This design comes from an exercise in tuning for small area and a short achievable clock period on the open sky130 flow, not from production work. Where RTL was checked, it was by simulation tests only, not by an equivalence proof against the original. Only the layout flow was run in runs 1 and 2; the RTL was not checked for function there. In every run shown here, the design's own scripts or RTL, not TritonCTS, make the clock network. The clock port is modelled as an ideal driver, which makes a skipped or thinned clock tree look cheaper than it is; a real chip needs a root buffer or a tree. Power is estimated from default activity; no workload was simulated.

File: design/flow/config.mk
export PLATFORM = sky130hd
export DESIGN_NAME = axi_csr_fifo_top
export DESIGN_NICKNAME = axi_csr_fifo_top
export VERILOG_FILES = /design/flow/design.v
export SDC_FILE = /design/flow/constraint.sdc
export NUM_CORES = 4
export LEC_CHECK = 0
export CAP_MARGIN = 20
export CORE_MARGIN = 2
export CORE_UTILIZATION = 42
export SETUP_SLACK_MARGIN = 3.1
export SLEW_MARGIN = 20
File: design/flow/design.v
`timescale 1ns / 1ps
module axi_csr_fifo_top #(
    parameter ADDR_WIDTH = 12,
    parameter DATA_WIDTH = 32,
    parameter FIFO_DEPTH = 16
)(
    input  wire                         ACLK,
    input  wire                         ARESETn,
    input  wire [ADDR_WIDTH - 1:0]      S_AXI_AWADDR,
    input  wire                         S_AXI_AWVALID,
    output wire                         S_AXI_AWREADY,
    input  wire [DATA_WIDTH - 1:0]      S_AXI_WDATA,
    input  wire [(DATA_WIDTH/8) - 1:0]  S_AXI_WSTRB,
    input  wire                         S_AXI_WVALID,
    output wire                         S_AXI_WREADY,
    output wire [1:0]                   S_AXI_BRESP,
    output wire                         S_AXI_BVALID,
    input  wire                         S_AXI_BREADY,
    input  wire [ADDR_WIDTH - 1:0]      S_AXI_ARADDR,
    input  wire                         S_AXI_ARVALID,
    output wire                         S_AXI_ARREADY,
    output wire [DATA_WIDTH - 1:0]      S_AXI_RDATA,
    output wire [1:0]                   S_AXI_RRESP,
    output wire                         S_AXI_RVALID,
    input  wire                         S_AXI_RREADY,
    input  wire                         wr_en,
    input  wire                         rd_en,
    input  wire [DATA_WIDTH - 1:0]      data_in,
    output reg  [DATA_WIDTH - 1:0]      data_out
);
    reg        wready;
    reg        aw_en;
    reg        bvalid;
    reg        bresp1;
    reg        aw_is0;       
    reg [31:0] control;
    wire accept  = !wready && S_AXI_AWVALID && S_AXI_WVALID && aw_en;
    wire wr_fire = wready && S_AXI_AWVALID && S_AXI_WVALID;
    wire bhs     = bvalid && S_AXI_BREADY;
    always @(posedge ACLK or negedge ARESETn) begin
        if (!ARESETn) begin
            wready <= 1'b0;
            aw_en  <= 1'b1;
            bvalid <= 1'b0;
        end else begin
            wready <= accept;
            if (accept)
                aw_en <= 1'b0;
            else if (bhs)
                aw_en <= 1'b1;
            if (wr_fire && !bvalid)
                bvalid <= 1'b1;
            else if (bhs)
                bvalid <= 1'b0;
        end
    end
    always @(posedge ACLK) begin
        if (accept)
            aw_is0 <= (S_AXI_AWADDR == 12'h000);
        if (wr_fire && !bvalid)
            bresp1 <= !aw_is0;
    end
    integer b;
    always @(posedge ACLK or negedge ARESETn) begin
        if (!ARESETn)
            control <= 32'h0;
        else if (wr_fire && aw_is0)
            for (b = 0; b < 4; b = b + 1)
                if (S_AXI_WSTRB[b])
                    control[b*8 +: 8] <= S_AXI_WDATA[b*8 +: 8];
    end
    assign S_AXI_AWREADY = wready;
    assign S_AXI_WREADY  = wready;
    assign S_AXI_BVALID  = bvalid;
    assign S_AXI_BRESP   = {bresp1, 1'b0};
    reg [31:0] mem [0:15];
    reg [7:0]  wj;
    reg [15:0] rsel;
    reg [4:0]  level;
    reg        empty;
    wire       cs   = control[0];
    wire       full = level[4];
    wire       we   = cs && wr_en && !full;
    wire       re   = cs && rd_en && !empty;
    always @(posedge ACLK or negedge ARESETn) begin
        if (!ARESETn) begin
            wj    <= 8'h00;
            rsel  <= 16'h0001;
            level <= 5'd0;
            empty <= 1'b1;
        end else begin
            if (we) wj <= {wj[6:0], ~wj[7]};
            if (re) rsel <= {rsel[14:0], rsel[15]};
            if (we && !re) begin
                level <= level + 5'd1;
                empty <= 1'b0;
            end else if (re && !we) begin
                level <= level - 5'd1;
                empty <= (level == 5'd1);
            end
        end
    end
    wire [15:0] wsel;
    assign wsel[0] = !wj[0] && !wj[7];
    assign wsel[8] =  wj[0] &&  wj[7];
    genvar g;
    generate
        for (g = 1; g < 8; g = g + 1) begin : g_wdec
            assign wsel[g]     =  wj[g-1] && !wj[g];
            assign wsel[g + 8] = !wj[g-1] &&  wj[g];
        end
    endgenerate
    integer k;
    always @(posedge ACLK)
        for (k = 0; k < 16; k = k + 1)
            if (we && wsel[k])
                mem[k] <= data_in;
    reg [31:0] rd_word;
    always @(*) begin
        rd_word = 32'h0;
        for (k = 0; k < 16; k = k + 1)
            rd_word = rd_word | ({32{rsel[k]}} & mem[k]);
    end
    always @(posedge ACLK or negedge ARESETn) begin
        if (!ARESETn)
            data_out <= 32'h0;
        else if (re)
            data_out <= rd_word;
    end
    reg        arready;
    reg        rvalid;
    reg        rresp1;
    reg        ar_is0, ar_is4, ar_is8;    
    reg [31:0] rdata;
    wire ar_take = !arready && S_AXI_ARVALID && !rvalid;
    wire rd_fire = arready && S_AXI_ARVALID && !rvalid;
    wire ar_lo   = (S_AXI_ARADDR[11:4] == 8'h00) && (S_AXI_ARADDR[1:0] == 2'b00);
    always @(posedge ACLK)
        if (ar_take) begin
            ar_is0 <= ar_lo && (S_AXI_ARADDR[3:2] == 2'd0);
            ar_is4 <= ar_lo && (S_AXI_ARADDR[3:2] == 2'd1);
            ar_is8 <= ar_lo && (S_AXI_ARADDR[3:2] == 2'd2);
        end
    wire [31:0] status_v = {16'd0, 3'd0, level, 6'd0, full, empty};
    wire [31:0] level_v  = {27'd0, level};
    wire [31:0] rd_val   = ({32{ar_is0}} & control) |
                           ({32{ar_is4}} & status_v) |
                           ({32{ar_is8}} & level_v);
    always @(posedge ACLK or negedge ARESETn) begin
        if (!ARESETn) begin
            arready <= 1'b0;
            rvalid  <= 1'b0;
        end else begin
            arready <= ar_take;
            if (rd_fire)
                rvalid <= 1'b1;
            else if (rvalid && S_AXI_RREADY)
                rvalid <= 1'b0;
        end
    end
    always @(posedge ACLK)
        if (rd_fire) begin
            rdata  <= rd_val;
            rresp1 <= !(ar_is0 || ar_is4 || ar_is8);
        end
    assign S_AXI_ARREADY = arready;
    assign S_AXI_RVALID  = rvalid;
    assign S_AXI_RDATA   = rdata;
    assign S_AXI_RRESP   = {rresp1, 1'b0};
endmodule
File: design/flow/flow/pre_cts.tcl
# Runs before the standard CTS step: build the clock tree here and turn the
# standard clock_tree_synthesis call into a no-op.
source [file join [file dirname [info script]] clock_tree.tcl]
ct_build ACLK 28 4 sky130_fd_sc_hd__buf_12 sky130_fd_sc_hd__buf_12
rename clock_tree_synthesis ct_standard_cts
proc clock_tree_synthesis {args} {
  puts "clock_tree_synthesis skipped: the tree was built by pre_cts.tcl"
  set_propagated_clock [all_clocks]
}
File: design/flow/standard.sh
#!/bin/bash
# synth_recipe.tcl (not shown) runs the flow's synth.tcl, then flattens the netlist and writes it again
# the make line also repeats each setting of config.mk as NAME=value (left out here)
make -C /OpenROAD-flow-scripts/flow DESIGN_CONFIG=/design/flow/config.mk WORK_HOME=/design/flow/orfs CLKGATE_MAP_FILE= SYNTH_SCRIPT=/design/flow/synth_recipe.tcl "${@:-finish}"
File: design/flow/constraint.sdc
create_clock -name core_clock -period 5.0 [get_ports {ACLK}]
set_input_delay 1.0000 -clock core_clock [delete_from_list [all_inputs] [get_ports {ACLK}]]
set_output_delay 1.0000 -clock core_clock [all_outputs]
set_load 0.01 [all_outputs]
File: design/flow/flow/clock_tree.tcl
# Two-level clock tree built before the standard CTS step, which is then
# skipped: clock port -> NROOT root buffers -> NLEAF leaf buffers -> flops.
# Flops are split into NLEAF spatial clusters of (nearly) equal size, each
# driven by one leaf buffer at its centre; leaves are split the same way
# among the root buffers. Every flop sees the same two buffer stages.

proc ct_centres {pts k} {
  # k-means seeds spread along the sorted point list
  set n [llength $pts]
  set cs {}
  for {set i 0} {$i < $k} {incr i} { lappend cs [lindex $pts [expr {int(($i + 0.5) * $n / $k)}]] }
  return $cs
}

# Capacity-limited k-means: every cluster gets at most cap points.
proc ct_cluster {pts k iters} {
  set n [llength $pts]
  set cap [expr {int(ceil(double($n) / $k))}]
  set cs [ct_centres [lsort -real -index 0 $pts] $k]
  set asg {}
  for {set it 0} {$it < $iters} {incr it} {
    set pairs {}
    set j 0
    foreach p $pts {
      lassign $p x y
      set c 0
      foreach q $cs {
        lassign $q cx cy
        lappend pairs [list [expr {($x-$cx)*($x-$cx)+($y-$cy)*($y-$cy)}] $j $c]
        incr c
      }
      incr j
    }
    set pairs [lsort -real -index 0 $pairs]
    set asg [lrepeat $n -1]
    set cnt [lrepeat $k 0]
    set left $n
    foreach pr $pairs {
      lassign $pr d j c
      if {[lindex $asg $j] >= 0 || [lindex $cnt $c] >= $cap} continue
      lset asg $j $c
      lset cnt $c [expr {[lindex $cnt $c] + 1}]
      if {[incr left -1] == 0} break
    }
    set sx [lrepeat $k 0.0]; set sy [lrepeat $k 0.0]
    set j 0
    foreach p $pts {
      set a [lindex $asg $j]
      lset sx $a [expr {[lindex $sx $a] + [lindex $p 0]}]
      lset sy $a [expr {[lindex $sy $a] + [lindex $p 1]}]
      incr j
    }
    set ncs {}
    for {set c 0} {$c < $k} {incr c} {
      set m [lindex $cnt $c]
      if {$m > 0} {
        lappend ncs [list [expr {[lindex $sx $c] / $m}] [expr {[lindex $sy $c] / $m}]]
      } else {
        lappend ncs [lindex $cs $c]
      }
    }
    set cs $ncs
  }
  return [list $asg $cs]
}

proc ct_place {inst xy} {
  lassign $xy x y
  set m [$inst getMaster]
  $inst setLocation [expr {int($x - [$m getWidth] / 2)}] [expr {int($y - [$m getHeight] / 2)}]
  $inst setPlacementStatus PLACED
}

proc ct_build {clkport nleaf nroot leafbuf rootbuf} {
  set db [ord::get_db]
  set block [ord::get_db_block]
  set clknet [$block findNet $clkport]
  set sinks {}
  set pts {}
  foreach it [$clknet getITerms] {
    set bb [[$it getInst] getBBox]
    lappend sinks $it
    lappend pts [list [expr {([$bb xMin] + [$bb xMax]) / 2.0}] [expr {([$bb yMin] + [$bb yMax]) / 2.0}]]
  }
  puts "clock_tree: [llength $sinks] sinks, $nleaf leaves, $nroot roots"
  lassign [ct_cluster $pts $nleaf 12] asg cs
  set leaves {}
  for {set c 0} {$c < $nleaf} {incr c} {
    set inst [odb::dbInst_create $block [$db findMaster $leafbuf] "clkbuf_leaf_$c"]
    ct_place $inst [lindex $cs $c]
    set net [odb::dbNet_create $block "clknet_leaf_$c"]
    $net setSigType CLOCK
    [$inst findITerm X] connect $net
    lappend leaves $inst
  }
  set j 0
  foreach it $sinks {
    $it disconnect
    $it connect [$block findNet "clknet_leaf_[lindex $asg $j]"]
    incr j
  }
  lassign [ct_cluster $cs $nroot 12] rasg rcs
  for {set r 0} {$r < $nroot} {incr r} {
    set inst [odb::dbInst_create $block [$db findMaster $rootbuf] "clkbuf_root_$r"]
    ct_place $inst [lindex $rcs $r]
    set net [odb::dbNet_create $block "clknet_root_$r"]
    $net setSigType CLOCK
    [$inst findITerm X] connect $net
    [$inst findITerm A] connect $clknet
  }
  set j 0
  foreach l $leaves {
    [$l findITerm A] connect [$block findNet "clknet_root_[lindex $rasg $j]"]
    incr j
  }
  $clknet setSigType CLOCK
}
File: design/flow/flow/run.sh
#!/bin/bash
# The standard layout, with two changes:
#  - ports are buffered with buf_2 instead of the default pick;
#  - the clock tree is a balanced two-level tree built by flow/pre_cts.tcl
#    (4 root buffers fed by the clock port, each driving leaf buffers that
#    drive equal-sized spatial clusters of flip-flops).
set -euo pipefail
here=$(pwd)
export PRE_CTS_TCL=$here/flow/pre_cts.tcl
export BUFFER_PORTS_ARGS="-buffer_cell sky130_fd_sc_hd__buf_2"
bash standard.sh > standard.log 2>&1
==> results.toml, run 1 <==
[outcome]
outcome = "timing/DRC/antenna clean"

[setup_path]
r2r_end = "mem[5][30]"
crit_fanout = 6
critPathKind = "input pin to flip-flop"
r2r_start = "level[4]"
path_cells = "buf_8, nand2_4, or2_4, clkinv_8, nand2_8, nor2_4, buf_8, clkbuf_16"
start_kind = "input pin"
cp_num_buf_inv = 4
r2r_cells = 6
worst_path_most_repeated_cell = "buf_8"
max_stage_delay_ns = 0.32
critPathCaptureType = "flip-flop"
critPathTopFamily = "simple AND/OR/NAND/NOR gates"
cp.required_ns = 5.06
crit_slowest_cell = "or2_4"
arrival_ns = 2.21
r2r_setup_slack_ns = 3.09

[floorplanning]
start_util = 0.426
io_pins = 174
die_w_um = 241
coreArea_sq_um = 55300
rows = 86
die_y_um = 241
die-area_sq_um = 58100

[synth]
synth_area_sq_um = 23600
synthCells = 1265
ys_top_cells_by_area = "edfxtp_1 70%, dfrtp_1 10%, a22o_1 5.0%"
avgSynthCellArea_sq_um = 18.6
ys_warn_count = 2
synth_top_area_frac = 0.700
ys_top_cells_by_count = "550 x edfxtp_1, 135 x a22o_1, 128 x a221oi_1"
yosysSeqAreaShare = 0.805
yosysMostFrequentCell = "edfxtp_1"
synth_top_flop_cell = "edfxtp_1"
synth-seq-cells = 649
synth_cell_types = 43
synth-async-reset-ratio = 0.153
synth_edf_count = 550
synth.largest_area_cell = "edfxtp_1"

[drt]
drt_first_pass_iters = 5
ant_nets = 0
viasPerCell = 5.80
first_iter_violations = 1601
wl_per_cell_um = 27.4
vias = 13200
drc = 0
routed_wl_um = 62100

[clock_network]
ctsHoldBuffers = 0
clk_pin_slew_ns = 0.09
clk_latency_ns = 0.35

[grt]
antenna_found_initial = 6
track_usage = 0.206
overflow = 0
grt_pass1_vias = 12800
grt_max_degree = 63
grt_pass1_wl_um = 86900

[place]
placed_cells = 2121
io_buffers = 171
hpwlAfterDp_um = 34400
gp_congestion = 0.774

[timing]
post-route-period-util = 0.430
clock.fmax_mhz = 465
maxSlewViolCount = 0
rsz0062_at_grt = "yes"
fin_crit_ns = 2.15
relSlewSlack = 0.345
skew_ns = 0.0378
tightest_slew_ns = 0.982
setup_tns_ns = 0
setup_viol = 0
hold_violations = 0

[pwr]
ir_drop_uv = 206
finalPower_uw = 8670
p_leak_uw = 0.00975
powerDensity_nw_per_um2 = 308

[min_path]
worstHoldPathType = "flip-flop to flip-flop"
min_path_cells = 2
worstHoldStart = "data_out[24]"
hold_end = "data_out[24]"

[finish]
drive_gt1_frac = 0.311
finish.net_count = 1627
finalNonFillerCells = 2268
syn_to_final_growth_pct = 19.5
num_antenna_cells = 0

[job]
maxCapViolCount = 0
==> metrics by stage <==
step	utilization	area [sq um]	setup slack, ns	hold WS (ns)
after floorplan	-	23800	2.36	0.456
after CTS	0.501	27700	2.91	0.491
after global routing	0.510	28200	2.86	0.510
after global placement	0.456	25200	1.75	0.466
final	0.510	28200	2.85	0.485
after detailed placement	0.456	25200	1.73	0.466
==> sequential cells by signal, indices dropped and copies added (netlist names), 5 cells and up <==
name	flops
control	32
data_out	32
level	5
mem	512
rdata	32
rsel	16
wj	8
==> cell type report <==
cell class                      count  area [sq um]
Multi-Input combinational cell    539          4980
Tap cell                          748           936
Inverter                            7          38.8
Timing Repair Buffer              292          2560
Sequential cell                   649         19000
Timing Repair inverter              1          16.3
Fill cell                        4483         27100
Buffer                             32           641
==> power breakdown <==
group	internal [uW]	total, uW	switching [uW]
clock network	1010	2580	1570
logic	49.4	188	138
registers	5890	5900	14.3
==> worst max path at each step <==
stage,from,end,slack [ns],cells past startpoint
6_report,wr_en,mem[5][30],2.85,8
5_1_grt,wr_en,mem[5][30],2.86,8
4_1_cts,wr_en,mem[5][30],2.91,7
3_5_place_dp,wr_en,mem[13][15],1.73,6
3_3_place_gp,wr_en,mem[5][18],1.75,6
2_1_floorplan,wr_en,mem[0][0],2.36,4
==> tightest hold or removal path, delay by kind of cell, from the launching register on <==
family / cells / cell delay, ns
AOI/OAI and AO/OA: 1 / 0.06
and+or+nand+nor: 1 / 0.05
DFF: 1 / 0.35
==> metal layers <==
layer  global-route usage  wire, um
met1                0.301     26100
met2                0.325     28900
met3               0.0371      5490
met4               0.0402      1540
met5                    0        13
==> cells by family after synthesis <==
family,Yosys count,synth area share
AOI/OAI and AO/OA,305,0.108
xor gates and xnor gates,5,0.00186
adders and majority gates,4,0.00212
buffers and inverters,92,0.0210
DFF,649,0.805
muxes,50,0.0238
other,1,0.000159
and+or+nand+nor,159,0.0381
==> cells in the final DEF, fill, tap and decap left out, types with 6 or more instances in the layout <==
| cell | n |
|---|---|
| a221oi_1 | 84 |
| a221oi_2 | 30 |
| a221oi_4 | 14 |
| a22o_1 | 135 |
| and2_1 | 22 |
| and4_1 | 30 |
| buf_12 | 67 |
| buf_2 | 164 |
| buf_4 | 40 |
| buf_6 | 40 |
| dfrtp_1 | 86 |
| dfrtp_2 | 7 |
| edfxtp_1 | 550 |
| inv_1 | 6 |
| mux2_1 | 14 |
| mux2_2 | 34 |
| nand2_1 | 48 |
| nand2_8 | 6 |
| nor2_4 | 28 |
| o21ai_1 | 30 |
==> timing repair <==
item                       in CTS  in global routing
setup buffers                  70                 20
pin swaps                      30                 16
gates resized for setup       141                 40
cloned                         19                  6
setup endpoints to repair     589                574
==> run 2: changes to the inputs <==
--- a/design/flow/design.v
+++ b/design/flow/design.v
@@ -78,17 +78,25 @@
     reg [15:0] rsel;
     reg [4:0]  level;
     reg        empty;
+    reg        wok, rok;     
     wire       cs   = control[0];
     wire       full = level[4];
-    wire       we   = cs && wr_en && !full;
-    wire       re   = cs && rd_en && !empty;
+    wire       we   = wr_en && wok;
+    wire       re   = rd_en && rok;
+    wire cs_next    = (wr_fire && aw_is0 && S_AXI_WSTRB[0]) ? S_AXI_WDATA[0] : cs;
+    wire full_next  = (we && !re) ? (level == 5'd15) : (re && !we) ? 1'b0 : full;
+    wire empty_next = (we && !re) ? 1'b0 : (re && !we) ? (level == 5'd1) : empty;
     always @(posedge ACLK or negedge ARESETn) begin
         if (!ARESETn) begin
             wj    <= 8'h00;
             rsel  <= 16'h0001;
             level <= 5'd0;
             empty <= 1'b1;
+            wok   <= 1'b0;
+            rok   <= 1'b0;
         end else begin
+            wok <= cs_next && !full_next;
+            rok <= cs_next && !empty_next;
             if (we) wj <= {wj[6:0], ~wj[7]};
             if (re) rsel <= {rsel[14:0], rsel[15]};
             if (we && !re) begin
==> results.toml, run 2 <==
[timing]
relSlewSlack = 0.378
hold_violations = 0
maxSlewViolCount = 0
skew_ns = 0.0227
clock.fmax_mhz = 503
fin_crit_ns = 1.99
setup_tns_ns = 0
setup_viol = 0
rsz0062_at_grt = "yes"
tightest_slew_ns = 0.934
post-route-period-util = 0.398

[synth]
ys_top_cells_by_count = "550 x edfxtp_1, 134 x a22o_1, 128 x a221oi_1"
synthCells = 1278
ys_top_cells_by_area = "edfxtp_1 69%, dfrtp_1 10%, a22o_1 4.9%"
synth-async-reset-ratio = 0.155
yosysSeqAreaShare = 0.801
synth_edf_count = 550
synth-seq-cells = 651
synth_cell_types = 43
synth_top_area_frac = 0.695
synth_area_sq_um = 23800
synth.largest_area_cell = "edfxtp_1"
avgSynthCellArea_sq_um = 18.6
yosysMostFrequentCell = "edfxtp_1"
synth_top_flop_cell = "edfxtp_1"
ys_warn_count = 2

[floorplanning]
coreArea_sq_um = 56200
die_w_um = 242
die-area_sq_um = 58500
rows = 87
start_util = 0.423
die_y_um = 242
io_pins = 174

[grt]
track_usage = 0.201
grt_pass1_vias = 12800
grt_max_degree = 41
overflow = 0
antenna_found_initial = 4
grt_pass1_wl_um = 88100

[pwr]
swShare = 0.196
powerDensity_nw_per_um2 = 316
p_leak_uw = 0.00943
p_seq_frac = 0.683
power.share.clock = 0.297
ir_drop_uv = 248
switchingPower_uw = 1700
p_int_uw = 6960
comb_power_share = 0.020

[setup_path]
r2r_end = "data_out[31]"
cp.required_ns = 5.03
crit_fanout = 16
critPathCaptureType = "flip-flop"
r2r_cells = 5
r2r_start = "rsel[6]"
arrival_ns = 2.02
start_kind = "input pin"
r2r_setup_slack_ns = 3.14
critPathKind = "input pin to flip-flop"

[finish]
fillers = 4709
regArea_sq_um = 19100
layout_commonest_cell = "edfxtp_1"
finalNonFillerCells = 2251
drive_gt1_frac = 0.274
finish.net_count = 1600
multiInputGateArea_sq_um = 4520
syn_to_final_growth_pct = 15.2
largest_reg_flops = 512
layout_common_cells = "550 x edfxtp_1, 167 x buf_2, 134 x a22o_1"
top_register = "mem"

[drt]
ant_nets = 0
routed_wl_um = 63100
drt_first_pass_iters = 7
first_iter_violations = 1413
wl_per_cell_um = 28.0
drc = 0
vias = 13200
viasPerCell = 5.86

[min_path]
min_path_cells = 2
hold_end = "data_out[20]"
worstHoldStart = "data_out[20]"
worstHoldPathType = "flip-flop to flip-flop"

[clock_network]
clk_pin_slew_ns = 0.09
clk_latency_ns = 0.33

[job]
maxCapViolCount = 0

[place]
io_buffers = 171
hpwlAfterDp_um = 32900
placed_cells = 2148
gp_congestion = 0.759

[outcome]
outcome = "timing/DRC/antenna clean"
==> run 2: worst max-delay path by stage <==
stage	start	to	cells after the start
2_1_floorplan	wr_en	mem[2][0]	3
6_report	wr_en	mem[2][31]	6
3_5_place_dp	wr_en	mem[3][21]	6
4_1_cts	rsel[9]	data_out[19]	3
5_1_grt	wr_en	level[3]	7
3_3_place_gp	rd_en	level[3]	6
==> run 2: logic make-up (layout without fill, tap and decap cells) <==
logic type,count (synthesis),count (layout),share of synthesized area
buf+inv,97,303,0.0233
flops,651,651,0.801
xor+xnor,4,4,0.00147
compound gates,307,307,0.107
simple gates,161,167,0.0393
mux,51,51,0.0240
fa+ha+maj,6,6,0.00316
other cells,1,6,0.000158
==> run 2: metal layers <==
metal,wire [um],global-route usage,share of wire,up-vias
li1,-,-,-,5639
met1,26200,0.285,0.41,6894
met2,30800,0.337,0.49,571
met3,4590,0.0210,0.073,86
met4,1560,0.0418,0.025,0
met5,0,0,0,-
==> run 2: per-stage QoR <==
step	cell area (sq um)	hold slack [ns]	util	power (uW)	worst slack, ns
floorplan	24000	0.470	-	6060	2.44
global placement	25500	0.465	0.454	6200	1.88
detailed placement	25500	0.470	0.454	6210	1.87
CTS	26800	0.491	0.477	8720	2.99
global route	27400	0.512	0.488	8890	3.00
finish	27400	0.483	0.488	8660	3.01
==> run 2: layout make-up <==
| cell class | instances | area share |
|---|---|---|
| Antenna cell | 4 | 0.000365 |
| Buffer | 32 | 0.0234 |
| Inverter | 10 | 0.00183 |
| Multi-Input combinational cell | 537 | 0.165 |
| Sequential cell | 651 | 0.697 |
| Tap cell | 756 | 0.0345 |
| Timing Repair Buffer | 261 | 0.0776 |
==> run 2: power by group through the flow <==
stage / Clock, uW / Combinational [uW] / Sequential [uW]
after floorplan: 0 / 20.5 / 6040
after CTS: 2620 / 175 / 5920
after global placement: 0 / 164 / 6040
final: 2570 / 173 / 5920
after detailed placement: 0 / 169 / 6040
after global routing: 2780 / 190 / 5920
==> run 2: critical path, cell delays in order <==
cell and delay, ns:
buf_4 0.13, nand2_8 0.07, buf_12 0.16, nor3b_4 0.23
buf_4 0.19, clkbuf_16 0.21
==> run 2: timing repair <==
action / 4_1_cts / 5_1_grt
pin swaps: 15 / 8
hold buffers: 0 / 0
setup buffers: 32 / 19
gates resized for setup: 75 / 22
hold endpoints to repair: 0 / 0
gates cloned: 6 / 10
setup endpoints to repair: 567 / 277
==> run 3: changes to the inputs <==
--- a/design/flow/design.v
+++ b/design/flow/design.v
@@ -74,8 +74,7 @@
     assign S_AXI_BVALID  = bvalid;
     assign S_AXI_BRESP   = {bresp1, 1'b0};
     reg [31:0] mem [0:15];
-    reg [7:0]  wj;
-    reg [15:0] rsel;
+    reg [15:0] wsel, rsel;
     reg [4:0]  level;
     reg        empty;
     reg        wok, rok;     
@@ -88,7 +87,7 @@
     wire empty_next = (we && !re) ? 1'b0 : (re && !we) ? (level == 5'd1) : empty;
     always @(posedge ACLK or negedge ARESETn) begin
         if (!ARESETn) begin
-            wj    <= 8'h00;
+            wsel  <= 16'h0001;
             rsel  <= 16'h0001;
             level <= 5'd0;
             empty <= 1'b1;
@@ -97,7 +96,7 @@
         end else begin
             wok <= cs_next && !full_next;
             rok <= cs_next && !empty_next;
-            if (we) wj <= {wj[6:0], ~wj[7]};
+            if (we) wsel <= {wsel[14:0], wsel[15]};
             if (re) rsel <= {rsel[14:0], rsel[15]};
             if (we && !re) begin
                 level <= level + 5'd1;
@@ -108,16 +107,6 @@
             end
         end
     end
-    wire [15:0] wsel;
-    assign wsel[0] = !wj[0] && !wj[7];
-    assign wsel[8] =  wj[0] &&  wj[7];
-    genvar g;
-    generate
-        for (g = 1; g < 8; g = g + 1) begin : g_wdec
-            assign wsel[g]     =  wj[g-1] && !wj[g];
-            assign wsel[g + 8] = !wj[g-1] &&  wj[g];
-        end
-    endgenerate
     integer k;
     always @(posedge ACLK)
         for (k = 0; k < 16; k = k + 1)
==> design/flow/flow/run.sh (replaced) <==
#!/bin/bash
# The standard layout (standard.sh), with two changes:
#  - ports are buffered with buf_2 instead of the default pick;
#  - the clock tree is a balanced two-level tree built by flow/pre_cts.tcl:
#    the clock port feeds 4 root buffers (buf_12), which feed 28 leaf
#    buffers (clkbuf_16), each driving an equal-sized spatial cluster of
#    flip-flops. The standard clock_tree_synthesis call is skipped; the rest
#    of the CTS step (timing repair, legalisation) runs as usual.
# Each step's full log is in orfs/logs/; standard.sh's own output goes to
# standard.log.
set -euo pipefail
here=$(pwd)
export PRE_CTS_TCL=$here/flow/pre_cts.tcl
export BUFFER_PORTS_ARGS="-buffer_cell sky130_fd_sc_hd__buf_2"
bash standard.sh > standard.log 2>&1
==> design/flow/flow/pre_cts.tcl (replaced) <==
# Runs before the standard CTS step: build the clock tree here and turn the
# standard clock_tree_synthesis call into a no-op.
source [file join [file dirname [info script]] clock_tree.tcl]
ct_build ACLK 28 4 sky130_fd_sc_hd__clkbuf_16 sky130_fd_sc_hd__buf_12
rename clock_tree_synthesis ct_standard_cts
proc clock_tree_synthesis {args} {
  puts "clock_tree_synthesis skipped: the tree was built by pre_cts.tcl"
  set_propagated_clock [all_clocks]
}
==> results.toml, run 3 <==
[synth]
synth_edf_count = 550
ys_top_cells_by_count = "550 x edfxtp_1, 134 x a22o_1, 128 x a221oi_1"
synth_area_sq_um = 24000
ys_top_cells_by_area = "edfxtp_1 69%, dfrtp_1 11%, a22o_1 4.9%"
synth.largest_area_cell = "edfxtp_1"
synth-seq-cells = 659
synth_cell_types = 42
synth_top_area_frac = 0.688
synth_top_flop_cell = "edfxtp_1"
yosysMostFrequentCell = "edfxtp_1"
synth-async-reset-ratio = 0.165
synthCells = 1281
avgSynthCellArea_sq_um = 18.7
ys_warn_count = 2
yosysSeqAreaShare = 0.802

[clock_network]
clk_latency_ns = 0.37
clk_pin_slew_ns = 0.09
ctsHoldBuffers = 0

[timing]
timing.final.ws_setup_ns = 3.06
tightest_slew_ns = 0.991
maxSlewViolCount = 0
rsz0062_at_grt = "yes"
fin_crit_ns = 1.94
clock.fmax_mhz = 516
post-route-period-util = 0.388
setup_viol = 0
skew_ns = 0.0446
hold_violations = 0
setup_tns_ns = 0
relSlewSlack = 0.339

[setup_path]
r2r_start = "rsel[14]"
path_cells = "buf_2"
cp_num_buf_inv = 1
cp-startpoint = "data_out[3]"
start_kind = "flip-flop"
critPathCaptureType = "output port"
r2r_setup_slack_ns = 3.14
critPathKind = "flip-flop to output port"
arrival_ns = 0.94
r2r_cells = 5
max_stage_delay_ns = 0.44
crit_slowest_cell = "dfrtp_1"
crit_fanout = 2
critPathTopFamily = "flip-flops"
r2r_end = "data_out[13]"
cp.required_ns = 4.00

[place]
placed_cells = 2141
io_buffers = 171
place_ws_ns = 1.93
hpwlAfterDp_um = 31300
gp_congestion = 0.765

[drt]
drc = 0
ant_nets = 0
drt_first_pass_iters = 5
wl_per_cell_um = 28.6
vias = 13200
routed_wl_um = 63600
viasPerCell = 5.95
first_iter_violations = 1522

[finish]
finalNonFillerCells = 2227
syn_to_final_growth_pct = 12.8
layout_common_cells = "550 x edfxtp_1, 161 x buf_2, 134 x a22o_1"
layout_commonest_cell = "edfxtp_1"
top_register = "mem"
fillers = 4694
largest_reg_flops = 512
drive_gt1_frac = 0.258
utilization = 0.479
finish.net_count = 1578

[min_path]
worstHoldStart = "wsel[12]"
worstHoldPathType = "flip-flop to flip-flop"
hold_end = "wsel[12]"
min_path_cells = 1

[floorplanning]
io_pins = 174
start_util = 0.425
coreArea_sq_um = 56500
die-area_sq_um = 59100
die_y_um = 243
die_w_um = 243
rows = 87

[grt]
grt_pass1_vias = 13100
track_usage = 0.210
antenna_found_initial = 5
overflow = 0
grt_max_degree = 57
grt_pass1_wl_um = 91300

[outcome]
outcome = "timing/DRC/antenna clean"

[pwr]
p_leak_uw = 0.00949
finalPower_uw = 8870
ir_drop_uv = 269
powerDensity_nw_per_um2 = 327

[job]
maxCapViolCount = 0
run 3: final cells by class:
cell class	count	area, sq um	share of cell area
Multi-Input combinational cell	540	4570	0.169
Buffer	32	781	0.0288
Sequential cell	659	19300	0.713
Antenna cell	2	5.00	0.000185
Inverter	10	37.5	0.00139
Timing Repair Buffer	228	1440	0.0532
Tap cell	756	946	0.0349
run 3: worst max path at each step:
| stage | to | slack [ns] | depth (start not counted) |
|---|---|---|---|
| after global routing | data_out[0] | 3.04 | 1 |
| after global placement | level[3] | 2.01 | 6 |
| after floorplan | level[3] | 2.69 | 8 |
| after detailed placement | level[3] | 1.93 | 6 |
| final | data_out[3] | 3.06 | 1 |
| after CTS | level[3] | 2.98 | 6 |
run 3: cell families after synthesis:
kind of cell,after synthesis,synth area share
compound gates,322,0.111
xor+xnor,4,0.00146
fa+ha+maj,6,0.00313
buf+inv,99,0.0223
flops,659,0.802
mux,51,0.0237
other cells,1,0.000156
simple gates,139,0.0362
run 3: layer usage:
metal	routed length, um	vias up	share of wire	GRT usage
met3	4880	107	0.077	0.0326
met2	31000	561	0.49	0.355
met5	37	-	0.00058	0
met4	1890	6	0.030	0.0509
met1	25800	6939	0.41	0.285
li1	-	5631	-	-
run 3: through the flow:
step	area [sq um]	hold WS [ns]
floorplan	24200	0.442
global placement	25600	0.452
detailed placement	25600	0.458
CTS	26800	0.480
global route	27100	0.489
finish	27100	0.479
run 3: repair_timing:
action                                 CTS  global route
resized for setup                       60            28
setup endpoints to repair              584           130
setup buffers                           13            22
endpoints found under the hold margin    0             0
gates cloned                            16             1
pin swaps                               17             4
run 3: power breakdown:
group | leakage [uW] | internal (uW) | switching, uW | total [uW]
combinational | 0.00268 | 51.6 | 124 | 176
sequential | 0.00643 | 5960 | 14.3 | 5980
clock | 0.000383 | 1140 | 1570 | 2710
total | 0.00949 | 7150 | 1710 | 8870
run 3: worst reg2reg max path, delay by kind of cell (launching register included):
kind	cells	cell delay, ns
DFF	1	0.61
and+or+nand+nor	1	0.32
AOI/OAI and AO/OA	3	0.57
buffers and inverters	1	0.24
==> run 4: changes to the inputs <==
--- a/design/flow/config.mk
+++ b/design/flow/config.mk
@@ -8,5 +8,5 @@
 export CAP_MARGIN = 20
 export CORE_MARGIN = 2
 export CORE_UTILIZATION = 42
-export SETUP_SLACK_MARGIN = 3.1
+export SETUP_SLACK_MARGIN = 3.05
 export SLEW_MARGIN = 20
==> results.toml, run 4 <==
[outcome]
outcome = "timing/DRC/antenna clean"

[synth]
yosysSeqAreaShare = 0.802
avgSynthCellArea_sq_um = 18.7
synth_top_area_frac = 0.688
synth_edf_count = 550
synth.largest_area_cell = "edfxtp_1"
synthCells = 1281
ys_warn_count = 2
synth_area_sq_um = 24000
ys_top_cells_by_count = "550 x edfxtp_1, 134 x a22o_1, 128 x a221oi_1"
synth-seq-cells = 659
synth_cell_types = 42
ys_top_cells_by_area = "edfxtp_1 69%, dfrtp_1 11%, a22o_1 4.9%"
synth-async-reset-ratio = 0.165
yosysMostFrequentCell = "edfxtp_1"
synth_top_flop_cell = "edfxtp_1"

[drt]
drc = 0
wl_per_cell_um = 27.5
drt_first_pass_iters = 5
viasPerCell = 5.89
routed_wl_um = 60200
ant_nets = 0
first_iter_violations = 1442
vias = 12900

[floorplanning]
coreArea_sq_um = 56500
start_util = 0.425
die-area_sq_um = 59100
rows = 87
die_w_um = 243
die_y_um = 243
io_pins = 174

[timing]
hold_violations = 0
clock.fmax_mhz = 513
setup_tns_ns = 0
fin_crit_ns = 1.95
skew_ns = 0.0210
rsz0062_at_grt = "yes"
post-route-period-util = 0.390
setup_viol = 0
tightest_slew_ns = 0.797
relSlewSlack = 0.468
maxSlewViolCount = 0

[pwr]
p_seq_frac = 0.677
switchingPower_uw = 1680
power.share.clock = 0.304
p_int_uw = 7150
p_leak_uw = 0.00927
ir_drop_uv = 255
powerDensity_nw_per_um2 = 332
swShare = 0.190
comb_power_share = 0.020

[finish]
layout_commonest_cell = "edfxtp_1"
drive_gt1_frac = 0.234
layout_common_cells = "550 x edfxtp_1, 167 x buf_2, 134 x a22o_1"
syn_to_final_growth_pct = 10.9
finish.instance_area_sq_um = 26600
finish.net_count = 1542
top_register = "mem"
largest_reg_flops = 512

[clock_network]
clk_latency_ns = 0.35
clk_pin_slew_ns = 0.09

[setup_path]
critPathKind = "flip-flop to output port"
critPathTopFamily = "flip-flops"
r2r_end = "mem[4][27]"
r2r_cells = 1
r2r_setup_slack_ns = 3.11
crit_fanout = 2
r2r_start = "wok"
cp_num_buf_inv = 1
critPathCaptureType = "output port"
cp.required_ns = 4.00
path_cells = "buf_6"
arrival_ns = 0.95
start_kind = "flip-flop"
max_stage_delay_ns = 0.46
crit_slowest_cell = "dfrtp_2"

[place]
io_buffers = 171
postPlaceCellArea_sq_um = 25600
hpwlAfterDp_um = 31100
gp_congestion = 0.735

[job]
maxCapViolCount = 0

[min_path]
worstHoldPathType = "flip-flop to flip-flop"
hold_end = "wsel[9]"
min_path_cells = 1
worstHoldStart = "wsel[9]"

[grt]
overflow = 0
track_usage = 0.201
grt_pass1_wl_um = 89000
grt_pass1_vias = 13100
grt_max_degree = 50
antenna_found_initial = 4
[run 4: layout make-up]
| class | instances | area (sq um) |
|---|---|---|
| inverter | 10 | 37.5 |
| fill | 4771 | 29900 |
| buffer | 32 | 781 |
| antenna | 2 | 5.00 |
| timing repair buffer | 202 | 1160 |
| tap | 756 | 946 |
| multi-input combinational | 530 | 4420 |
| sequential | 659 | 19300 |
[run 4: power by group through the flow]
stage                     Clock, uW  Combinational (uW)  Sequential (uW)
after floorplan                   0                21.0             6110
after global placement            0                 164             6100
after detailed placement          0                 170             6100
after CTS                      2730                 174             5970
after global routing           2910                 192             5980
final                          2680                 173             5970
[run 4: per-layer routing]
metal  GRT usage  wire, um  vias up
li1            -         -     5536
met1       0.287     26000     6850
met2       0.339     29200      452
met3      0.0234      3900       70
met4      0.0316      1070        4
met5           0        25        -
[run 4: cells by family (layout without fill, tap and decap cells)]
family	after synthesis	after routing	synth area share
DFF	659	659	0.802
AOI/OAI and AO/OA	322	322	0.111
and+or+nand+nor	139	145	0.0362
buffers and inverters	99	244	0.0223
muxes	51	51	0.0237
adders and majority gates	6	6	0.00313
xor gates and xnor gates	4	4	0.00146
other	1	4	0.000156
[run 4: worst max path at each step]
stage                            start  cells past startpoint  slack (ns)            to
after floorplan                  wr_en                      8        2.69      level[3]
after global placement           rd_en                      6        2.05      level[3]
after detailed placement         rd_en                      7        1.99      level[4]
after CTS                        wr_en                      2        2.93    mem[0][25]
after global routing      data_out[28]                      1        3.02  data_out[28]
final                     data_out[28]                      1        3.05  data_out[28]
[run 4: timing repair]
action	CTS	global route
setup buffers	6	5
endpoints found under the hold margin	0	0
endpoints found under the setup margin	564	372
pin swaps	9	5
gates cloned	6	0
resized for setup	30	13
hold buffers	0	0
[run 4: stage by stage]
step | cells | setup WS (ns) | total power, uW | util | hold slack [ns]
floorplan | 1282 | 2.69 | 6130 | - | 0.442
detailed placement | 2140 | 1.99 | 6270 | 0.452 | 0.460
finish | 2191 | 3.05 | 8830 | 0.471 | 0.486
global route | 2190 | 3.02 | 9080 | 0.471 | 0.505
CTS | 2184 | 2.93 | 8880 | 0.470 | 0.488
global placement | 2140 | 2.05 | 6260 | 0.452 | 0.453
==> run 5: changes to the inputs <==
==> design/flow/flow/run.sh (replaced) <==
#!/bin/bash
# The standard layout (standard.sh), with two changes:
#  - ports are buffered with buf_2 instead of the default pick;
#  - the clock tree is a balanced two-level tree built by flow/pre_cts.tcl:
#    the clock port feeds 4 root buffers (buf_12), which feed 32 leaf
#    buffers (clkbuf_16), each driving a spatial cluster of about 20
#    flip-flops. The standard clock_tree_synthesis call is skipped; the rest
#    of the CTS step (timing repair, legalisation) runs as usual.
# Each step's full log is in orfs/logs/; standard.sh's own output goes to
# standard.log.
set -euo pipefail
here=$(pwd)
export PRE_CTS_TCL=$here/flow/pre_cts.tcl
export BUFFER_PORTS_ARGS="-buffer_cell sky130_fd_sc_hd__buf_2"
bash standard.sh > standard.log 2>&1
--- a/design/flow/flow/clock_tree.tcl
+++ b/design/flow/flow/clock_tree.tcl
@@ -12,10 +12,11 @@
   return $cs
 }
 
-# Capacity-limited k-means: every cluster gets at most cap points.
+# Capacity-limited k-means: every cluster gets at most cap points, 10%
+# over the average so that no point is pushed into a far cluster.
 proc ct_cluster {pts k iters} {
   set n [llength $pts]
-  set cap [expr {int(ceil(double($n) / $k))}]
+  set cap [expr {int(ceil(1.1 * $n / $k))}]
   set cs [ct_centres [lsort -real -index 0 $pts] $k]
   set asg {}
   for {set it 0} {$it < $iters} {incr it} {
==> design/flow/flow/pre_cts.tcl (replaced) <==
# Runs before the standard CTS step: build the clock tree here and turn the
# standard clock_tree_synthesis call into a no-op.
source [file join [file dirname [info script]] clock_tree.tcl]
ct_build ACLK 32 4 sky130_fd_sc_hd__clkbuf_16 sky130_fd_sc_hd__buf_12
rename clock_tree_synthesis ct_standard_cts
proc clock_tree_synthesis {args} {
  puts "clock_tree_synthesis skipped: the tree was built by pre_cts.tcl"
  set_propagated_clock [all_clocks]
}
==> results.toml, run 5 <==
[timing]
relSlewSlack = 0.462
post-route-period-util = 0.391
clock.fmax_mhz = 511
setup_viol = 0
maxSlewViolCount = 0
fin_crit_ns = 1.96
timing.final.ws_setup_ns = 3.04
setup_tns_ns = 0
tightest_slew_ns = 0.807
rsz0062_at_grt = "yes"
hold_violations = 0
skew_ns = 0.0465

[synth]
synth-async-reset-ratio = 0.165
synth_cell_types = 42
synth_area_sq_um = 24000
synth_edf_count = 550
ys_warn_count = 2
yosysSeqAreaShare = 0.802
yosysMostFrequentCell = "edfxtp_1"
ys_top_cells_by_area = "edfxtp_1 69%, dfrtp_1 11%, a22o_1 4.9%"
synth_top_flop_cell = "edfxtp_1"
ys_top_cells_by_count = "550 x edfxtp_1, 134 x a22o_1, 128 x a221oi_1"
synth-seq-cells = 659
avgSynthCellArea_sq_um = 18.7
synth.largest_area_cell = "edfxtp_1"
synth_top_area_frac = 0.688
synthCells = 1281

[finish]
largest_reg_flops = 512
layout_commonest_cell = "edfxtp_1"
drive_gt1_frac = 0.240
layout_common_cells = "550 x edfxtp_1, 167 x buf_2, 134 x a22o_1"
finish.net_count = 1554
finish.instance_area_sq_um = 26800
syn_to_final_growth_pct = 11.8
top_register = "mem"
finalNonFillerCells = 2203
fillers = 4743

[floorplanning]
die_w_um = 243
io_pins = 174
start_util = 0.425
rows = 87
coreArea_sq_um = 56500
die_y_um = 243
die-area_sq_um = 59100

[place]
placed_cells = 2140
place_ws_ns = 1.99
postPlaceCellArea_sq_um = 25600
io_buffers = 171
hpwlAfterDp_um = 31100
gp_congestion = 0.735

[clock_network]
clk_latency_ns = 0.37
ctsHoldBuffers = 0
clk_pin_slew_ns = 0.08

[setup_path]
path_cells = "and3_2"
critPathCaptureType = "flip-flop"
critPathTopFamily = "simple AND/OR/NAND/NOR gates"
crit_slowest_cell = "and3_2"
crit_fanout = 27
arrival_ns = 1.95
start_kind = "flip-flop"
max_stage_delay_ns = 0.82
cp.required_ns = 4.99
cp_num_buf_inv = 0
critPathKind = "flip-flop to flip-flop"

[pwr]
finalPower_uw = 9000
ir_drop_uv = 228
p_leak_uw = 0.00936
powerDensity_nw_per_um2 = 335

[min_path]
worstHoldPathType = "flip-flop to flip-flop"

[drt]
viasPerCell = 5.99
vias = 13200
wl_per_cell_um = 28.8
routed_wl_um = 63400
drt_first_pass_iters = 5
drc = 0
first_iter_violations = 1391
ant_nets = 0

[grt]
grt_max_degree = 50
antenna_found_initial = 4
track_usage = 0.209
grt_pass1_wl_um = 91800
overflow = 0
grt_pass1_vias = 13200

[outcome]
outcome = "timing/DRC/antenna clean"

[job]
maxCapViolCount = 0
[run 5: where the power goes]
group / internal [uW] / switching, uW / leakage (uW)
Sequential: 5960 / 10.0 / 0.00644
Combinational: 49.8 / 127 / 0.00250
Clock: 1270 / 1580 / 0.000432
Total: 7290 / 1710 / 0.00936
[run 5: layout make-up]
class	count	area, sq um	share of cell area
buffer	36	881	0.0328
tap	756	946	0.0353
multi-input combinational	537	4490	0.167
sequential	659	19300	0.719
inverter	10	40.0	0.00149
timing repair buffer	203	1190	0.0443
antenna	2	5.00	0.000187
[run 5: final timing paths]
path / startpoint / to / slack [ns] / cells after the start
setup reg to reg: wok / mem[2][5] / 3.04 / 1
setup / recovery: wok / mem[2][5] / 3.04 / 1
hold reg to reg: data_out[17] / data_out[17] / 0.48 / 2
max in group asynchronous: ARESETn / rsel[4] / 3.30 / 2
min in group asynchronous: ARESETn / control[15] / 0.65 / 1
hold / removal: data_out[17] / data_out[17] / 0.48 / 2
[run 5: repair_timing]
action / CTS / global route
setup endpoints to repair: 565 / 153
buffers inserted: 4 / 7
pin swaps: 12 / 5
gates resized for setup: 34 / 15
gates cloned: 13 / 1
[run 5: metal layers]
metal,up-vias,share of wire,track usage
li1,5589,-,-
met1,6935,0.42,0.292
met2,573,0.49,0.357
met3,102,0.070,0.0240
met4,4,0.025,0.0433
met5,-,0.00044,0
[run 5: cell families after synthesis]
kind of cell	after synthesis	share of synthesized area
mux	51	0.0237
compound gates	322	0.111
flops	659	0.802
xor+xnor	4	0.00146
simple gates	139	0.0362
other cells	1	0.000156
buf+inv	99	0.0223
fa+ha+maj	6	0.00313
[run 5: metrics by stage]
step / utilization / hold WS, ns
2_1_floorplan: - / 0.442
3_3_place_gp: 0.452 / 0.453
3_5_place_dp: 0.452 / 0.460
4_1_cts: 0.472 / 0.486
5_1_grt: 0.475 / 0.515
6_report: 0.475 / 0.484
==> run 6: changes to the inputs <==
--- a/design/flow/config.mk
+++ b/design/flow/config.mk
@@ -8,5 +8,5 @@
 export CAP_MARGIN = 20
 export CORE_MARGIN = 2
 export CORE_UTILIZATION = 42
-export SETUP_SLACK_MARGIN = 3.05
+export SETUP_SLACK_MARGIN = 3.1
 export SLEW_MARGIN = 20
==> results.toml, run 6 <==
[outcome]
outcome = "timing/DRC/antenna clean"

[floorplanning]
die-area_sq_um = 59100
start_util = 0.425
io_pins = 174
coreArea_sq_um = 56500
rows = 87
die_w_um = 243
die_y_um = 243

[pwr]
p_leak_uw = 0.00956
powerDensity_nw_per_um2 = 331
ir_drop_uv = 305
p_int_uw = 7290
p_seq_frac = 0.664
comb_power_share = 0.019
swShare = 0.190
switchingPower_uw = 1710
power.share.clock = 0.316

[setup_path]
critPathKind = "flip-flop to flip-flop"
max_stage_delay_ns = 0.83
start_kind = "flip-flop"
critPathCaptureType = "flip-flop"
cp.required_ns = 5.00
cp_num_buf_inv = 0
path_cells = "and3_2"
crit_fanout = 30
arrival_ns = 2.00
critPathTopFamily = "flip-flops"
crit_slowest_cell = "dfrtp_2"

[synth]
ys_warn_count = 2
synth_top_flop_cell = "edfxtp_1"
synth_area_sq_um = 24000
avgSynthCellArea_sq_um = 18.7
synth_top_area_frac = 0.688
yosysSeqAreaShare = 0.802
synthCells = 1281
synth_edf_count = 550
ys_top_cells_by_area = "edfxtp_1 69%, dfrtp_1 11%, a22o_1 4.9%"
synth-async-reset-ratio = 0.165
synth-seq-cells = 659
synth.largest_area_cell = "edfxtp_1"
synth_cell_types = 42
yosysMostFrequentCell = "edfxtp_1"
ys_top_cells_by_count = "550 x edfxtp_1, 134 x a22o_1, 128 x a221oi_1"

[grt]
antenna_found_initial = 8
grtUsageMet2 = 0.349
top_usage_layer = "met2"
grt_use_met1 = 0.285
track_usage = 0.203
grt_pass1_wl_um = 89400
met3_usage = 0.0228
overflow = 0
grt_max_degree = 57
grt_pass1_vias = 13000

[drt]
first_iter_violations = 1579
vias = 13400
routed_wl_um = 65100
drt_first_pass_iters = 7
wl_per_cell_um = 29.1
drc = 0
viasPerCell = 5.99
ant_nets = 0

[clock_network]
ctsHoldBuffers = 0
clk_pin_slew_ns = 0.09
clk_latency_ns = 0.37

[finish]
multiInputGateArea_sq_um = 4550
regArea_sq_um = 19300
drive_gt1_frac = 0.261
fillers = 4698
layout_commonest_cell = "edfxtp_1"
layout_common_cells = "550 x edfxtp_1, 163 x buf_2, 134 x a22o_1"
top_register = "mem"
finish.net_count = 1586
syn_to_final_growth_pct = 13.2
largest_reg_flops = 512

[place]
place_ws_ns = 1.93
gp_congestion = 0.765
io_buffers = 171
hpwlAfterDp_um = 31300

[job]
maxCapViolCount = 0

[timing]
post-route-period-util = 0.401
timing.final.ws_setup_ns = 2.99
setup_tns_ns = 0
clock.fmax_mhz = 498
setup_viol = 0
rsz0062_at_grt = "yes"
hold_violations = 0
tightest_slew_ns = 0.984
skew_ns = 0.0444
fin_crit_ns = 2.01
worst_hold_slack_ns = 0.474
maxSlewViolCount = 0
relSlewSlack = 0.344

[min_path]
worstHoldPathType = "flip-flop to flip-flop"
==> run 6: what timing repair did <==
item	CTS	global route
setup endpoints to repair	595	378
gates resized for setup	47	31
cloned	8	9
pin swaps	12	9
setup buffers	18	21
==> run 6: final timing paths <==
| check | slack [ns] | from | depth (start not counted) | end |
|---|---|---|---|---|
| max in group asynchronous | 3.30 | ARESETn | 2 | rsel[12] |
| min in group asynchronous | 0.72 | ARESETn | 1 | control[14] |
| worst max-delay path | 2.99 | wok | 1 | mem[5][8] |
| worst min register to register | 0.47 | wsel[12] | 1 | wsel[12] |
| worst max register to register | 2.99 | wok | 1 | mem[5][8] |
| worst min-delay path | 0.47 | wsel[12] | 1 | wsel[12] |
==> run 6: logic make-up (layout without fill, tap and decap cells) <==
family          Yosys count  count (layout)  share of synthesized area
compound gates          322             322                      0.111
xor+xnor                  4               4                    0.00146
mux                      51              51                     0.0237
fa+ha+maj                 6               6                    0.00313
buf+inv                  99             278                     0.0223
flops                   659             659                      0.802
simple gates            139             155                     0.0362
other cells               1               6                   0.000156
==> run 6: power groups by stage <==
stage          Sequential, uW  Clock, uW  Combinational, uW
2_1_floorplan            6110          0               22.2
3_3_place_gp             6100          0                159
3_5_place_dp             6100          0                165
4_1_cts                  5980       2880                172
5_1_grt                  5980       3080                194
6_report                 5980       2840                175
==> run 6: metal layers <==
layer	vias up	share of wire
met5	-	0.0010
met4	10	0.029
met3	104	0.075
met2	588	0.48
met1	7039	0.41
li1	5654	-
==> run 6: final cells by class <==
cell class,instances,share of cell area
multi-input combinational,540,0.167
sequential,659,0.710
antenna,4,0.000368
buffer,36,0.0324
timing repair buffer,232,0.0535
tap,756,0.0348
inverter,10,0.00147
==> run 6: through the flow <==
step	std cells	utilization	cell area, sq um	power (uW)
2_1_floorplan	1282	-	24200	6130
3_3_place_gp	2141	0.453	25600	6260
3_5_place_dp	2141	0.453	25600	6270
4_1_cts	2203	0.474	26800	9030
5_1_grt	2235	0.481	27200	9260
6_report	2237	0.481	27200	9000
==> run 7: changes to the inputs <==
==> design/flow/flow/run.sh (replaced) <==
#!/bin/bash
# The standard layout (standard.sh), with two changes:
#  - ports are buffered with buf_2 instead of the default pick;
#  - the clock tree is a balanced two-level tree built by flow/pre_cts.tcl:
#    the clock port feeds 4 root buffers (buf_12), which feed 28 leaf
#    buffers (clkbuf_16), each driving an equal-sized spatial cluster of
#    flip-flops. The standard clock_tree_synthesis call is skipped; the rest
#    of the CTS step (timing repair, legalisation) runs as usual.
# Each step's full log is in orfs/logs/; standard.sh's own output goes to
# standard.log.
set -euo pipefail
here=$(pwd)
export PRE_CTS_TCL=$here/flow/pre_cts.tcl
export BUFFER_PORTS_ARGS="-buffer_cell sky130_fd_sc_hd__buf_2"
bash standard.sh > standard.log 2>&1
--- a/design/flow/flow/clock_tree.tcl
+++ b/design/flow/flow/clock_tree.tcl
@@ -1,6 +1,6 @@
 # Two-level clock tree built before the standard CTS step, which is then
 # skipped: clock port -> NROOT root buffers -> NLEAF leaf buffers -> flops.
-# Flops are split into NLEAF spatial clusters of (nearly) equal size, each
+# Flops are split into NLEAF spatial clusters of equal size (up to one), each
 # driven by one leaf buffer at its centre; leaves are split the same way
 # among the root buffers. Every flop sees the same two buffer stages.
 
@@ -12,11 +12,10 @@
   return $cs
 }
 
-# Capacity-limited k-means: every cluster gets at most cap points, 10%
-# over the average so that no point is pushed into a far cluster.
+# Capacity-limited k-means: every cluster gets at most cap points.
 proc ct_cluster {pts k iters} {
   set n [llength $pts]
-  set cap [expr {int(ceil(1.1 * $n / $k))}]
+  set cap [expr {int(ceil(double($n) / $k))}]
   set cs [ct_centres [lsort -real -index 0 $pts] $k]
   set asg {}
   for {set it 0} {$it < $iters} {incr it} {
@@ -43,6 +42,7 @@
       lset cnt $c [expr {[lindex $cnt $c] + 1}]
       if {[incr left -1] == 0} break
     }
+    if {$it >= $iters - 2} { set asg [ct_swap $pts $asg $cs $k] }
     set sx [lrepeat $k 0.0]; set sy [lrepeat $k 0.0]
     set j 0
     foreach p $pts {
@@ -63,6 +63,54 @@
     set cs $ncs
   }
   return [list $asg $cs]
+}
+
+# Pairwise swaps between clusters that shorten the summed point-to-centre
+# distance; sizes stay the same, and points the greedy pass pushed into a
+# far cluster are traded back towards their own area.
+proc ct_dist {p c} {
+  lassign $p x y
+  lassign $c cx cy
+  return [expr {abs($x - $cx) + abs($y - $cy)}]
+}
+proc ct_swap {pts asg cs k} {
+  set n [llength $pts]
+  for {set pass 0} {$pass < 4} {incr pass} {
+    set members {}
+    for {set c 0} {$c < $k} {incr c} { lappend members {} }
+    for {set j 0} {$j < $n} {incr j} {
+      set a [lindex $asg $j]
+      lset members $a [concat [lindex $members $a] $j]
+    }
+    set moved 0
+    for {set j 0} {$j < $n} {incr j} {
+      set p [lindex $pts $j]
+      set a [lindex $asg $j]
+      set dpa [ct_dist $p [lindex $cs $a]]
+      set best 0.0; set bq -1; set bb -1
+      for {set b 0} {$b < $k} {incr b} {
+        if {$b == $a} continue
+        set gain0 [expr {$dpa - [ct_dist $p [lindex $cs $b]]}]
+        if {$gain0 <= $best} continue
+        foreach q [lindex $members $b] {
+          set qp [lindex $pts $q]
+          set g [expr {$gain0 + [ct_dist $qp [lindex $cs $b]] - [ct_dist $qp [lindex $cs $a]]}]
+          if {$g > $best} { set best $g; set bq $q; set bb $b }
+        }
+      }
+      if {$bq >= 0} {
+        lset asg $j $bb
+        lset asg $bq $a
+        set mj [lsearch -exact [lindex $members $a] $j]
+        lset members $a [lreplace [lindex $members $a] $mj $mj $bq]
+        set mq [lsearch -exact [lindex $members $bb] $bq]
+        lset members $bb [lreplace [lindex $members $bb] $mq $mq $j]
+        incr moved
+      }
+    }
+    if {$moved == 0} break
+  }
+  return $asg
 }
 
 proc ct_place {inst xy} {
==> design/flow/flow/pre_cts.tcl (replaced) <==
# Runs before the standard CTS step: build the clock tree here and turn the
# standard clock_tree_synthesis call into a no-op.
source [file join [file dirname [info script]] clock_tree.tcl]
ct_build ACLK 28 4 sky130_fd_sc_hd__clkbuf_16 sky130_fd_sc_hd__buf_12
rename clock_tree_synthesis ct_standard_cts
proc clock_tree_synthesis {args} {
  puts "clock_tree_synthesis skipped: the tree was built by pre_cts.tcl"
  set_propagated_clock [all_clocks]
}
--- a/design/flow/config.mk
+++ b/design/flow/config.mk
@@ -8,5 +8,5 @@
 export CAP_MARGIN = 20
 export CORE_MARGIN = 2
 export CORE_UTILIZATION = 42
-export SETUP_SLACK_MARGIN = 3.1
+export SETUP_SLACK_MARGIN = 3.05
 export SLEW_MARGIN = 20
==> results.toml, run 7 <==
[outcome]
outcome = "timing/DRC/antenna clean"

[grt]
antenna_found_initial = 4
grt_max_degree = 50
grt_pass1_wl_um = 88800
overflow = 0
grt_pass1_vias = 13000
track_usage = 0.200

[synth]
synth_cell_types = 42
ys_top_cells_by_count = "550 x edfxtp_1, 134 x a22o_1, 128 x a221oi_1"
ys_top_cells_by_area = "edfxtp_1 69%, dfrtp_1 11%, a22o_1 4.9%"
synth_top_area_frac = 0.688
synth-seq-cells = 659
yosysMostFrequentCell = "edfxtp_1"
synthCells = 1281
ys_warn_count = 2
synth_top_flop_cell = "edfxtp_1"
synth_area_sq_um = 24000
synth-async-reset-ratio = 0.165
avgSynthCellArea_sq_um = 18.7
synth_edf_count = 550
synth.largest_area_cell = "edfxtp_1"
yosysSeqAreaShare = 0.802

[floorplanning]
coreArea_sq_um = 56500
die-area_sq_um = 59100
rows = 87
die_y_um = 243
io_pins = 174
start_util = 0.425
die_w_um = 243

[timing]
hold_violations = 0
timing.final.ws_setup_ns = 2.96
post-route-period-util = 0.408
tightest_slew_ns = 0.788
setup_viol = 0
skew_ns = 0.0138
fin_crit_ns = 2.04
setup_tns_ns = 0
relSlewSlack = 0.475
clock.fmax_mhz = 490
maxSlewViolCount = 0
rsz0062_at_grt = "yes"

[pwr]
p_leak_uw = 0.00925
power.share.clock = 0.304
p_seq_frac = 0.677
p_int_uw = 7150
switchingPower_uw = 1680
ir_drop_uv = 254
powerDensity_nw_per_um2 = 332
swShare = 0.190
comb_power_share = 0.019

[setup_path]
start_kind = "input pin"
critPathCaptureType = "flip-flop"
crit_fanout = 33
r2r_setup_slack_ns = 3.10
critPathKind = "input pin to flip-flop"
critPathTopFamily = "simple AND/OR/NAND/NOR gates"
max_stage_delay_ns = 0.72
arrival_ns = 2.02
crit_slowest_cell = "and3_4"
cp.required_ns = 4.98
path_cells = "buf_4, and3_4"
cp_num_buf_inv = 1

[drt]
wl_per_cell_um = 27.4
drt_first_pass_iters = 5
ant_nets = 0
vias = 12900
viasPerCell = 5.90
drc = 0
first_iter_violations = 1456
routed_wl_um = 60000

[finish]
finish.net_count = 1539
layout_common_cells = "550 x edfxtp_1, 167 x buf_2, 134 x a22o_1"
layout_commonest_cell = "edfxtp_1"
top_register = "mem"
regArea_sq_um = 19300
multiInputGateArea_sq_um = 4420
fillers = 4781
largest_reg_flops = 512
drive_gt1_frac = 0.233
syn_to_final_growth_pct = 10.8

[clock_network]
clk_pin_slew_ns = 0.09
clk_latency_ns = 0.35

[place]
io_buffers = 171
gp_congestion = 0.735
hpwlAfterDp_um = 31100
place_ws_ns = 1.99

[job]
maxCapViolCount = 0

[min_path]
worstHoldPathType = "flip-flop to flip-flop"
-- run 7: cell type report --
type | instances | area share
diodes | 1 | 0.0000941
multi-input cells | 530 | 0.166
repair buffers | 199 | 0.0423
inverters | 10 | 0.00141
well taps | 756 | 0.0356
flip-flops and latches | 659 | 0.725
plain buffers | 32 | 0.0294
-- run 7: through the flow --
stage | cell area (sq um) | std cells | utilization | power, uW | hold WS (ns)
final | 26600 | 2187 | 0.471 | 8830 | 0.485
after global routing | 26600 | 2186 | 0.471 | 9080 | 0.507
after CTS | 26500 | 2183 | 0.470 | 8880 | 0.488
after detailed placement | 25600 | 2140 | 0.452 | 6270 | 0.460
after global placement | 25600 | 2140 | 0.452 | 6260 | 0.453
after floorplan | 24100 | 1282 | - | 6130 | 0.442
-- run 7: logic make-up (layout without fill, tap and decap cells) --
logic type | count (synthesis) | count (layout) | synth area share
other | 1 | 3 | 0.000156
XOR/XNOR | 4 | 4 | 0.00146
multiplexers | 51 | 51 | 0.0237
flip-flops | 659 | 659 | 0.802
buffers and inverters | 99 | 241 | 0.0223
AND/OR/NAND/NOR | 139 | 145 | 0.0362
AO/OA/AOI/OAI | 322 | 322 | 0.111
adder cells (fa/ha/maj) | 6 | 6 | 0.00313
-- run 7: worst paths after layout --
| path | endpoint | startpoint | cells past startpoint |
|---|---|---|---|
| max reg2reg | data_out[4] | rsel[10] | 5 |
| max in group asynchronous | rsel[4] | ARESETn | 2 |
| min in group asynchronous | bvalid | ARESETn | 1 |
| max | mem[2][25] | wr_en | 2 |
| min reg2reg | wsel[9] | wsel[9] | 1 |
| min | wsel[9] | wsel[9] | 1 |
-- run 7: power by group through the flow --
stage                     clock network [uW]  registers [uW]  logic (uW)
after floorplan                            0            6110        21.0
after global placement                     0            6100         164
after detailed placement                   0            6100         170
after CTS                               2730            5970         174
after global routing                    2910            5980         190
final                                   2680            5970         171
-- run 7: what timing repair did --
| action | in CTS | in global routing |
|---|---|---|
| resized for setup | 29 | 12 |
| buffers inserted | 5 | 3 |
| endpoints found under the setup margin | 564 | 405 |
| pin swaps | 9 | 3 |
| gates cloned | 6 | 0 |
| hold buffers | 0 | 0 |
-- run 7: routing by layer --
metal,wire length (um),global-route usage
met2,29100,0.339
met4,1080,0.0301
met3,3990,0.0208
met5,23,0
met1,25800,0.287

-- afterwards: timing with drivers on the ports --
Ports are ideal in the flow. The routed layouts listed here were re-timed in OpenROAD. Step 1: set_driving_cell puts a clkbuf_16 on ACLK and a buf_2 on each other input, an assumption about the parent block. Step 2 adds t to the input delays and takes it off the output delays; t is the mean of the earliest and latest rising clock arrival at the registers after step 1. Input paths then give back, and output paths get back, about the clock's delay inside the block. a / b / c = ideal ports / drivers / drivers and shift; a / b = the first two.
| run | t (ns) | slack for setup (ns) | worst register clock-pin slew, ns | worst slew at a driven data input, ns | pins driven straight from the clock port |
|---|---|---|---|---|---|
| run 1 | 0.455 | 2.851 / 2.899 / 2.444 | 0.10 / 0.10 | 0.07 | 4 |
| run 2 | 0.454 | 3.012 / 2.953 / 2.667 | 0.10 / 0.10 | 0.08 | 4 |
| run 3 | 0.470 | 3.062 / 2.939 / 2.614 | 0.13 / 0.13 | 0.21 | 4 |
| run 4 | 0.471 | 3.052 / 2.924 / 2.658 | 0.09 / 0.09 | 0.10 | 4 |
| run 5 | 0.473 | 3.043 / 2.944 / 2.624 | 0.09 / 0.09 | 0.18 | 4 |
| run 6 | 0.466 | 2.993 / 2.912 / 2.606 | 0.09 / 0.09 | 0.18 | 4 |
| run 7 | 0.472 | 2.959 / 2.925 / 2.560 | 0.09 / 0.09 | 0.10 | 4 |
After both steps setup and hold are still met in every run listed. The setup slack of run 3, which loses most, moves by -0.123 ns with the drivers and by -0.448 ns with both steps.
